From an optimization exercise on the open Yosys and OpenROAD flow, aimed at small area, a short achievable clock period and few clock cycles per item; shortcuts taken in it are not production practice. RTL that was checked went through simulation tests only; none was proved equivalent to the original. Power figures rest on the tool's default switching activity, not on a simulated workload.

alpha:
## hft
module hft #(
    parameter N_SHORT = 12,
    parameter N_LONG  = 26,
    parameter N_RSI = 14
)(
    input  wire        s_aclk,
    input  wire        s_aresetn,
    input  wire        s_axis_tvalid,
    input  wire        m_axis_tready,
    input  wire        s_axis_tlast,
    input  wire [31:0] s_axis_tdata,
    output wire        s_axis_tready,
    output wire        m_axis_tvalid,
    output wire        m_axis_tlast,
    output wire [31:0] m_axis_macd_tdata,
    output wire [31:0] m_axis_rsi_tdata
);
    integer i;
    reg        ov, kv;
    reg [27:0] o_macd, k_macd;
    reg [6:0]  o_rsi, k_rsi;
    reg        o_last, k_last;
    wire adv;                        
    assign s_axis_tready = adv;
    reg        v0, t0;
    reg [31:0] x0;
    always @(posedge s_aclk) begin
        if (!s_aresetn) v0 <= 0;
        else if (adv)   v0 <= s_axis_tvalid;
        if (adv) begin
            x0 <= s_axis_tdata;
            t0 <= s_axis_tlast;
        end
    end
    reg [31:0] w [0:N_LONG-1];
    reg [4:0]  cnt;                  
    reg        f1, f12, f14, f26;    
    reg        v1, t1, pnz1;
    reg [32:0] d1, e12, e26, so1;
    reg [32:0] sl [0:N_RSI-1];
    wire [31:0] prev  = f1  ? w[0]  : 32'd0;
    wire [31:0] old12 = f12 ? w[N_SHORT-1] : 32'd0;
    wire [31:0] old26 = f26 ? w[N_LONG-1]  : 32'd0;
    wire        go1   = adv & v0;
    wire [4:0]  cnt_n = (cnt == 5'd26) ? cnt : cnt + 5'd1;
    always @(posedge s_aclk) begin
        if (go1) begin
            w[0] <= x0;
            for (i = 1; i < N_LONG; i = i + 1) w[i] <= w[i-1];
        end
        if (adv) begin
            d1   <= {1'b0, x0} - {1'b0, prev};
            e12  <= {1'b0, x0} - {1'b0, old12};
            e26  <= {1'b0, x0} - {1'b0, old26};
            pnz1 <= |prev;
  ...
Size in the first run: about 9,100 cells after synthesis, ~2,600 flip-flops, roughly 100 I/O pins.
clock: 8.0 ns
lec_check: 0
cap_margin: 20
core_margin: 2
core_utilization: 60
cts_buf_list: sky130_fd_sc_hd__clkbuf_8 sky130_fd_sc_hd__clkbuf_16
cts_cluster_diameter: 80
cts_cluster_size: 30
place_density: 0.65
setup_slack_margin: 4.5
slew_margin: 20
tns_end_percent: 5
run.sh (not shown) runs the stock make flow with config.mk's settings and CLKGATE_MAP_FILE= SYNTH_SCRIPT=/design/flow/synth_recipe.tcl, a recipe that flattens the netlist after the stock synthesis.
Testbench counts of alpha, summed over its fixed seeds: cycles 2,160, items 2,048.
[inputs] beta vs alpha
# alpha
export LEC_CHECK = 0
export CAP_MARGIN = 20
export CORE_MARGIN = 2
export CORE_UTILIZATION = 60
export CTS_BUF_LIST = sky130_fd_sc_hd__clkbuf_8 sky130_fd_sc_hd__clkbuf_16
export CTS_CLUSTER_DIAMETER = 80
export CTS_CLUSTER_SIZE = 30
export PLACE_DENSITY = 0.65
export SETUP_SLACK_MARGIN = 4.5
export SLEW_MARGIN = 20
export TNS_END_PERCENT = 5
create_clock -name core_clock -period 8.0 [get_ports {s_aclk}]
# beta
export LEC_CHECK = 0
export CAP_MARGIN = 20
export CORE_MARGIN = 2
export CORE_UTILIZATION = 55
export CTS_BUF_LIST = sky130_fd_sc_hd__clkbuf_8 sky130_fd_sc_hd__clkbuf_16
export CTS_CLUSTER_DIAMETER = 80
export CTS_CLUSTER_SIZE = 30
export PLACE_DENSITY = 0.7
export SETUP_SLACK_MARGIN = 4.5
export SLEW_MARGIN = 20
export TNS_END_PERCENT = 5
create_clock -name core_clock -period 8.0 [get_ports {s_aclk}]
Findings:
Relative to alpha, beta degrades area of the die. In the reports for alpha and beta, the larger post-cts repair resize count belongs to alpha. Clock power is higher on alpha. On synthesized cell count, alpha and beta are neck and neck. On overall power consumption, alpha tracks beta almost exactly. Comparing the two runs side by side, beta comes out ahead of alpha on worst slew margin relative to its limit.

---

== trial 1 ==
Another version of the RTL of hft (not shown whole).
Size in the first run: roughly 8400 cells after synthesis, about 2600 flip-flops, ~100 I/O pins, ~0.11 mm² of cells after synthesis.
Design hft, start of the top module:
module hft #(
    parameter N_SHORT = 12,
    parameter N_LONG  = 26,
    parameter N_RSI = 14
)(
    input  wire        s_aclk,
    input  wire        s_aresetn,
    input  wire        s_axis_tvalid,
    input  wire        m_axis_tready,
    input  wire        s_axis_tlast,
    input  wire [31:0] s_axis_tdata,
    output wire        s_axis_tready,
    output wire        m_axis_tvalid,
    output wire        m_axis_tlast,
    output wire [31:0] m_axis_macd_tdata,
    output wire [31:0] m_axis_rsi_tdata
);
Settings: LEC_CHECK=0, CAP_MARGIN=20, CORE_MARGIN=2, CORE_UTILIZATION=55, CTS_BUF_LIST=sky130_fd_sc_hd__clkbuf_8 sky130_fd_sc_hd__clkbuf_16, CTS_CLUSTER_DIAMETER=80, CTS_CLUSTER_SIZE=30, SETUP_SLACK_MARGIN=4.5, SLEW_MARGIN=20; clock period 8.0 ns.
Trial 1 completed end to end with timing, DRC and antenna clean.
> inputs changed (trial 1 -> trial 74)
# trial 1
export LEC_CHECK = 0
export CAP_MARGIN = 20
export CORE_MARGIN = 2
export CORE_UTILIZATION = 55
export CTS_BUF_LIST = sky130_fd_sc_hd__clkbuf_8 sky130_fd_sc_hd__clkbuf_16
export CTS_CLUSTER_DIAMETER = 80
export CTS_CLUSTER_SIZE = 30
export SETUP_SLACK_MARGIN = 4.5
export SLEW_MARGIN = 20
create_clock -name core_clock -period 8.0 [get_ports {s_aclk}]
# trial 74
export LEC_CHECK = 0
export CAP_MARGIN = 20
export CORE_MARGIN = 2
export CORE_UTILIZATION = 55
export CTS_BUF_LIST = sky130_fd_sc_hd__clkbuf_8 sky130_fd_sc_hd__clkbuf_16
export CTS_CLUSTER_DIAMETER = 80
export CTS_CLUSTER_SIZE = 30
export SETUP_SLACK_MARGIN = 4.8
export SLEW_MARGIN = 20
create_clock -name core_clock -period 8.0 [get_ports {s_aclk}]
==> comparison <==
Number of global-route vias before repair was lower in trial 1 than in trial 74. Termination of the worst setup path: p2[36] -> trial 74, p2[29] -> trial 1. On relative contribution of the clock network to total power, the lower figure sits with trial 74, not trial 1. Note that the count of non-CTS buffers in the layout recorded for trial 74 amounts to 1.5 times the value seen in trial 1. Compared with trial 1, trial 74 ends up with a larger final cell area. Final hold slack: trial 74 vs trial 1 up 0.0050 ns. Setup WNS trial 1 -> trial 74: worse.
Function was not checked in any run of this note: the RTL went through the layout flow alone.

---

The RTL this note starts from:
==> flow/design.v <==
module hft_div #(
    parameter SW = 30
)(
    input  wire          clk,
    input  wire          rst_n,
    input  wire          en,
    input  wire          in_v,
    input  wire [31:0]   num,
    input  wire [26:0]   den,
    input  wire [SW-1:0] side_in,
    output wire          out_v,
    output wire [6:0]    quotient,
    output wire [SW-1:0] side_out
);
    reg [26:0]   r  [0:6];
    reg [26:0]   d  [0:6];
    reg [6:0]    nq [0:6];    
    reg [SW-1:0] sd [0:6];
    reg [6:0]    v;
    integer k;
    reg [26:0] ri, di;
    reg [6:0]  ni;
    reg [28:0] t;
    always @(posedge clk) begin
        if (!rst_n)  v <= 0;
        else if (en) v <= {v[5:0], in_v};
    end
    always @(posedge clk) begin
        if (en) begin
            for (k = 0; k < 7; k = k + 1) begin
                if (k == 0) begin
                    ri = {2'b0, num[31:7]};
                    di = den;
                    ni = num[6:0];
                    sd[0] <= side_in;
                end else begin
                    ri = r[k-1];
                    di = d[k-1];
                    ni = nq[k-1];
                    sd[k] <= sd[k-1];
                end
                t = {1'b0, ri, ni[6]} - {2'b0, di};
                r[k]  <= t[28] ? {ri[25:0], ni[6]} : t[26:0];
                nq[k] <= {ni[5:0], ~t[28]};
                d[k]  <= di;
            end
        end
    end
    assign out_v    = v[6];
    assign quotient = nq[6];
    assign side_out = sd[6];
endmodule
module hft #(
    parameter N_SHORT = 12,
    parameter N_LONG  = 26,
    parameter N_RSI = 14
)(
    input  wire        s_aclk,
    input  wire        s_aresetn,
    input  wire        s_axis_tvalid,
    input  wire        m_axis_tready,
    input  wire        s_axis_tlast,
    input  wire [31:0] s_axis_tdata,
    output wire        s_axis_tready,
    output wire        m_axis_tvalid,
    output wire        m_axis_tlast,
    output wire [31:0] m_axis_macd_tdata,
    output wire [31:0] m_axis_rsi_tdata
);
    integer i;
    reg        ov, kv;
    reg [27:0] o_macd, k_macd;
    reg [6:0]  o_rsi, k_rsi;
    reg        o_last, k_last;
    wire adv = ~kv;
    assign s_axis_tready = ~kv;
    reg        v0, t0;
    reg [31:0] x0;
    always @(posedge s_aclk) begin
        if (!s_aresetn) v0 <= 0;
        else if (adv)   v0 <= s_axis_tvalid;
        if (adv) begin
            x0 <= s_axis_tdata;
            t0 <= s_axis_tlast;
        end
    end
    reg [31:0] w [0:N_LONG-1];
    reg [4:0]  cnt;                  
    reg        f1, f12, f14, f26;    
    reg [35:0] s12;
    reg [36:0] s26;
    reg        v1, t1, pnz1, sv1;
    reg [32:0] d1;
    wire [31:0] prev  = f1  ? w[0]  : 32'd0;
    wire [31:0] old12 = f12 ? w[N_SHORT-1] : 32'd0;
    wire [31:0] old26 = f26 ? w[N_LONG-1]  : 32'd0;
    wire        go1   = adv & v0;
    wire [4:0]  cnt_n = (cnt == 5'd26) ? cnt : cnt + 5'd1;
    always @(posedge s_aclk) begin
        if (go1) begin
            w[0] <= x0;
            for (i = 1; i < N_LONG; i = i + 1) w[i] <= w[i-1];
        end
        if (adv) begin
            d1   <= {1'b0, x0} - {1'b0, prev};
            pnz1 <= |prev;
            sv1  <= f14;
            t1   <= t0;
        end
    end
    always @(posedge s_aclk) begin
        if (!s_aresetn) begin
            cnt <= 0; f1 <= 0; f12 <= 0; f14 <= 0; f26 <= 0;
            s12 <= 0; s26 <= 0; v1 <= 0;
        end else begin
            if (adv) v1 <= v0;
            if (go1) begin
                cnt <= cnt_n;
                f1  <= 1'b1;
                f12 <= cnt_n >= 5'd12;
                f14 <= cnt_n >= 5'd14;
                f26 <= cnt_n >= 5'd26;
                s12 <= s12 + {4'd0, x0} - {4'd0, old12};
                s26 <= s26 + {5'd0, x0} - {5'd0, old26};
            end
        end
    end
    reg [32:0] sl [0:N_RSI-1];
    reg [35:0] gs, ls;
    reg        v2, t2;
    reg [26:0] ah2, bh2;
    wire [32:0] sold = sv1 ? sl[N_RSI-1] : 33'd0;
    wire        go2  = adv & v1;
    wire [35:0] g_new = d1[32]   ? 36'd0 : {4'd0, d1[31:0]};
    wire [35:0] g_old = sold[32] ? 36'd0 : {4'd0, sold[31:0]};
    wire [35:0] m_new = d1[32]   ? {{3{1'b1}}, d1}   : 36'd0;    
    wire [35:0] m_old = sold[32] ? {{3{1'b1}}, sold} : 36'd0;
    wire [36:0] a_full = ({1'b0, s12} << 6) + ({1'b0, s12} << 4) + ({1'b0, s12} << 2) + {1'b0, s12};
    wire [36:0] b_full = (s26 << 5) + (s26 << 2) + (s26 << 1) + s26;
    always @(posedge s_aclk) begin
        if (go2) begin
            sl[0] <= pnz1 ? d1 : sold;
            for (i = 1; i < N_RSI; i = i + 1) sl[i] <= sl[i-1];
        end
        if (adv) begin
            ah2 <= a_full[36:10];
            bh2 <= b_full[36:10];
            t2  <= t1;
        end
    end
    always @(posedge s_aclk) begin
        if (!s_aresetn) begin
            gs <= 0; ls <= 0; v2 <= 0;
        end else begin
            if (adv) v2 <= v1;
            if (go2 && pnz1) begin
                gs <= gs + g_new - g_old;
                ls <= ls - m_new + m_old;
            end
        end
    end
    reg        v3, t3;
    reg [25:0] ag3, al3;
    reg [27:0] macd3;
    wire [35:0] ag_full = (gs << 6) + (gs << 3) + gs;
    wire [35:0] al_full = (ls << 6) + (ls << 3) + ls;
    always @(posedge s_aclk) begin
        if (!s_aresetn) v3 <= 0;
        else if (adv)   v3 <= v2;
        if (adv) begin
            ag3   <= ag_full[35:10];
            al3   <= al_full[35:10];
            macd3 <= {1'b0, ah2} - {1'b0, bh2};
            t3    <= t2;
        end
    end
    reg        v4, t4, lz4;
    reg [31:0] num4;
    reg [26:0] den4;
    reg [27:0] macd4;
    wire [31:0] ag3w = {6'd0, ag3};
    wire [31:0] num_full = (ag3w << 6) + (ag3w << 5) + (ag3w << 2);
    always @(posedge s_aclk) begin
        if (!s_aresetn) v4 <= 0;
        else if (adv)   v4 <= v3;
        if (adv) begin
            num4  <= num_full;
            den4  <= {1'b0, ag3} + {1'b0, al3};
            lz4   <= ~|al3;
            macd4 <= macd3;
            t4    <= t3;
        end
    end
    wire        vq;
    wire [6:0]  q;
    wire [29:0] side;
    hft_div #(.SW(30)) u_div (
        .clk      (s_aclk),
        .rst_n    (s_aresetn),
        .en       (adv),
        .in_v     (v4),
        .num      (num4),
        .den      (den4),
        .side_in  ({lz4, t4, macd4}),
        .out_v    (vq),
        .quotient (q),
        .side_out (side)
    );
    wire [6:0]  rsi_n  = side[29] ? 7'd100 : q;
    wire [27:0] macd_n = side[27:0];
    wire        last_n = side[28];
    wire push   = adv & vq;
    wire o_load = ~ov | m_axis_tready;
    always @(posedge s_aclk) begin
        if (!s_aresetn) begin
            ov <= 0; kv <= 0;
        end else begin
            if (o_load) begin
                ov <= kv | push;
                kv <= 1'b0;
            end else if (push) begin
                kv <= 1'b1;
            end
        end
        if (o_load) begin
            o_macd <= kv ? k_macd : macd_n;
            o_rsi  <= kv ? k_rsi  : rsi_n;
            o_last <= kv ? k_last : last_n;
        end
        if (adv) begin
            k_macd <= macd_n;
            k_rsi  <= rsi_n;
            k_last <= last_n;
        end
    end
    assign m_axis_tvalid     = ov;
    assign m_axis_tlast      = o_last;
    assign m_axis_macd_tdata = {{4{o_macd[27]}}, o_macd};
    assign m_axis_rsi_tdata  = {25'd0, o_rsi};
endmodule
clock: 8.0 ns
lec_check: 0
cap_margin: 20
core_margin: 2
core_utilization: 55
slew_margin: 20
Testbench counts at the start, summed over its fixed seeds: cycles 2,152, items 2,048.
Change:
Settings changed: SETUP_SLACK_MARGIN set to 5.
What happened: The changed run finished clean. Register-to-register slack is better by 1100 ps. Synthesized cell count is unchanged. Clock-buffer cell count does not change. Non-clock buffer count went up by 648. Area after synthesis is unchanged. Power went up by about 17%. Utilization went up by 6.7 points. Worst setup slack is better by 1100 ps. Worst hold slack is about the same. Combinational power went up by about 46%. Clock power hardly moves.

## port drivers added, routing unchanged
How much do the figures lean on ideal ports? The routed layouts below were timed once more, with nothing changed but the port constraints.
Step 1, drivers: a clkbuf_16 drives s_aclk and a buf_2 each remaining input, both assumed.
Step 2 moves the port delays by t, midway between the first and last clock arrival at a register: inputs arrive t later, outputs are due t later. That takes back most of the time a late clock gives input paths.
Slacks: ideal ports / drivers / drivers and shift; pairs: ideal ports / drivers.
run | t (ns) | setup slack, ns | latest minus earliest clock arrival (ns)
alpha | 0.907 | 4.317 / 4.228 / 4.052 | 0.055 / 0.055
beta | 0.928 | 4.432 / 4.344 / 4.077 | 0.072 / 0.072
trial 1 | 0.875 | 4.055 / 4.055 / 4.055 | 0.051 / 0.052
trial 74 | 0.897 | 3.844 / 3.844 / 3.844 | 0.043 / 0.043
the first run of note 3 | 0.953 | 2.715 / 2.715 / 2.715 | 0.092 / 0.092
the second run of note 3 | 0.961 | 3.780 / 3.780 / 3.780 | 0.092 / 0.092
After both steps every run listed still meets setup and hold. For beta, which loses most, drivers alone change the setup slack by -0.088 ns; drivers and shift together by -0.355 ns.
